This design comes from an exercise in tuning for small area on the open sky130 flow, not from production work. At most, simulation tests tie the RTL to the original design; equivalence was not proved.

==> flow/design.v (excerpt) <==
module spi_trx (
    input  wire        clk,
    input  wire        rst_n,
    input  wire [1:0]  df,
    input  wire [12:0] spi_tnum_max,
    input  wire        lsbf,
    input  wire        crc_en,
    input  wire        rxonly,
    input  wire [31:0] crc_poly,
    input  wire [31:0] spi_tx_data,
    output reg  [31:0] tx_crc_data_out,
    output wire        tx_start,
    output wire        tx_num_max_en,
    output reg         tx_crc_en,
    output wire        shift_out,
    input  wire        shift_in,
    output reg  [31:0] rx_crc_data_out,
    output reg  [31:0] spi_rx_data,
    output reg         rx_num_max_en,
    output reg         rx_crc_en,
    output wire        rx_busy
);
==> flow/config.mk <==
export PLATFORM = sky130hd
export DESIGN_NAME = spi_trx
export DESIGN_NICKNAME = spi_trx
export VERILOG_FILES = /design/flow/design.v
export SDC_FILE = /design/flow/constraint.sdc
export NUM_CORES = 4
export LEC_CHECK = 0
export CAP_MARGIN = 5
export CORE_MARGIN = 2
export CORE_UTILIZATION = 60
export SLEW_MARGIN = 5
==> flow/constraint.sdc <==
create_clock -name core_clock -period 5.0 [get_ports {clk}]
set_input_delay 1.0000 -clock core_clock [delete_from_list [all_inputs] [get_ports {clk}]]
set_output_delay 1.0000 -clock core_clock [all_outputs]
set_load 0.01 [all_outputs]
standard.sh (not shown) runs the stock make flow with config.mk's settings and CLKGATE_MAP_FILE= SYNTH_SCRIPT=/design/flow/synth_recipe.tcl, a recipe that flattens the netlist after the stock synthesis.
==> flow/flow/run.sh <==
#!/bin/bash
# Standard ORFS flow with these layout choices changed:
#  - synthesis keeps the (combinational) submodules apart while ABC maps
#    them, then flattens as usual; all registers are in the top module, and
#    flip-flops are mapped before ABC runs, so the registers are the standard
#    synthesis's;
#  - ABC maps with an area-oriented script (flow/abc_area.script);
#  - ports are buffered with the smallest buffer, sky130_fd_sc_hd__buf_1;
#  - the clock tree uses small clock buffers and no dummy loads.
set -euo pipefail
W=$PWD
rm -rf "$W/scripts_area"
cp -r "$FLOW_HOME/scripts" "$W/scripts_area"
cp "$W/flow/abc_area.script" "$W/scripts_area/abc_area.script"
ARGS=(
  "SCRIPTS_DIR=$W/scripts_area"
  "ABC_AREA=1"
  "SYNTH_HIERARCHICAL=1"
  "SYNTH_MINIMUM_KEEP_SIZE=0"
  "BUFFER_PORTS_ARGS=-buffer_cell sky130_fd_sc_hd__buf_1"
  "CTS_ARGS=-sink_clustering_enable -repair_clock_nets -buf_list {sky130_fd_sc_hd__clkbuf_4 sky130_fd_sc_hd__clkbuf_8} -dont_use_dummy_load"
)
bash standard.sh "${ARGS[@]}" synth > "$W/synth.log" 2>&1
bash standard.sh "${ARGS[@]}" finish > "$W/layout.log" 2>&1
==> flow/flow/abc_area.script <==
strash
dch
amap
strash
dch
amap
strash
dch
amap
==> next run, changes <==
--- a/flow/design.v
+++ b/flow/design.v
@@ -74,40 +74,38 @@
         cnt <= 5'd0;
     else
         cnt <= cnt_nx;
 end
 assign rx_busy  = ~cnt0;
 assign tx_start = ~rxonly & (cnt == 5'd2);
 wire tcnt0 = cnt0 | rxonly;
-reg         started;
-reg  [12:0] rem;
+reg  [12:0] ncnt;
 wire        nclr = ~rxonly & ~crc_en;
 wire        ninc = cnt0 & ~rx_num_max_en;
-wire        rload = nclr | ~started;
-wire        rdec = ninc & ~nclr;
-wire [12:0] rsrc = rload ? spi_tnum_max : rem;
-wire [13:0] rby;
-wire [12:0] rem_pre;
-assign rby[0] = rdec;
-generate
-    for (g = 0; g < 13; g = g + 1) begin : rem_bit
-        assign rby[g + 1] = rby[g] & ~rsrc[g];
-        assign rem_pre[g] = rsrc[g] ^ rby[g];
-    end
-endgenerate
-always @(posedge clk or negedge rst_n) begin
-    if (!rst_n)
-        started <= 1'b0;
-    else
-        started <= 1'b1;
-end
-always @(posedge clk)
-    rem <= rem_pre;
+wire [13:0] ncy;
+wire [12:0] ncnt_pre;
+wire [13:0] gcy;
+assign ncy[0] = ninc;
+assign gcy[0] = 1'b0;
+generate
+    for (g = 0; g < 13; g = g + 1) begin : ncnt_bit
+        assign ncy[g + 1]  = ncy[g] & ncnt[g];
+        assign ncnt_pre[g] = ~nclr & (ncnt[g] ^ ncy[g]);
+        assign gcy[g + 1]  = (~ncnt_pre[g] & spi_tnum_max[g]) |
+                             ((~ncnt_pre[g] | spi_tnum_max[g]) & gcy[g]);
+    end
+endgenerate
+always @(posedge clk or negedge rst_n) begin
+    if (!rst_n)
+        ncnt <= 13'h0;
+    else
+        ncnt <= ncnt_pre;
+end
 wire max0 = (spi_tnum_max == 13'h0);
-wire rx_max_pre = max0 | (rem_pre == 13'h0);
+wire rx_max_pre = ~gcy[13];
 assign tx_num_max_en = rx_num_max_en & (~rxonly | max0);
 wire rx_crc_pre = crc_en & ((rx_num_max_en & cnt0) | rx_crc_en);
 wire tx_crc_pre = crc_en & ((tx_num_max_en & tcnt0) | tx_crc_en);
 always @(posedge clk or negedge rst_n) begin
     if (!rst_n) begin
         rx_num_max_en <= 1'b0;
         rx_crc_en     <= 1'b0;
What happened: Critical path depth is unchanged. Wire length came out higher by 0.79%. Utilization came out higher by 0.45 points. Synthesized cell count came out higher by 2.6%. Final area came out higher by 1.5%. Count of clock-buffer cells in the layout is unchanged. Register-to-register slack gains 0.05 ns. Maximum frequency came out higher by 8.3%.
No functional check of the RTL was part of the first run of this note.

## separate check: timing with driven ports
No port has a modelled driver above. Below, the same layouts with a new extraction and two added sets of constraints.
Step 1 assumes that a clkbuf_16 drives the clock port and a buf_2 every other input.
Step 2 adds t to the input delays and takes it off the output delays; t is the mean of the earliest and latest rising clock arrival at the registers after step 1. Input paths then give back, and output paths get back, about the clock's delay inside the block.
Slacks: no drivers / after step 1 / after step 2; pairs: no drivers / after step 1.
run	t (ns)	slack for setup (ns)	cell pins on the clock port's net
the first run	0.483	0.510 / 0.529 / 0.046	1
the second run	0.475	0.855 / 0.871 / 0.397	1
After both steps setup and hold are still met in every run listed. For the first run, which loses most, drivers alone change the setup slack by +0.019 ns; drivers and shift together by -0.464 ns.
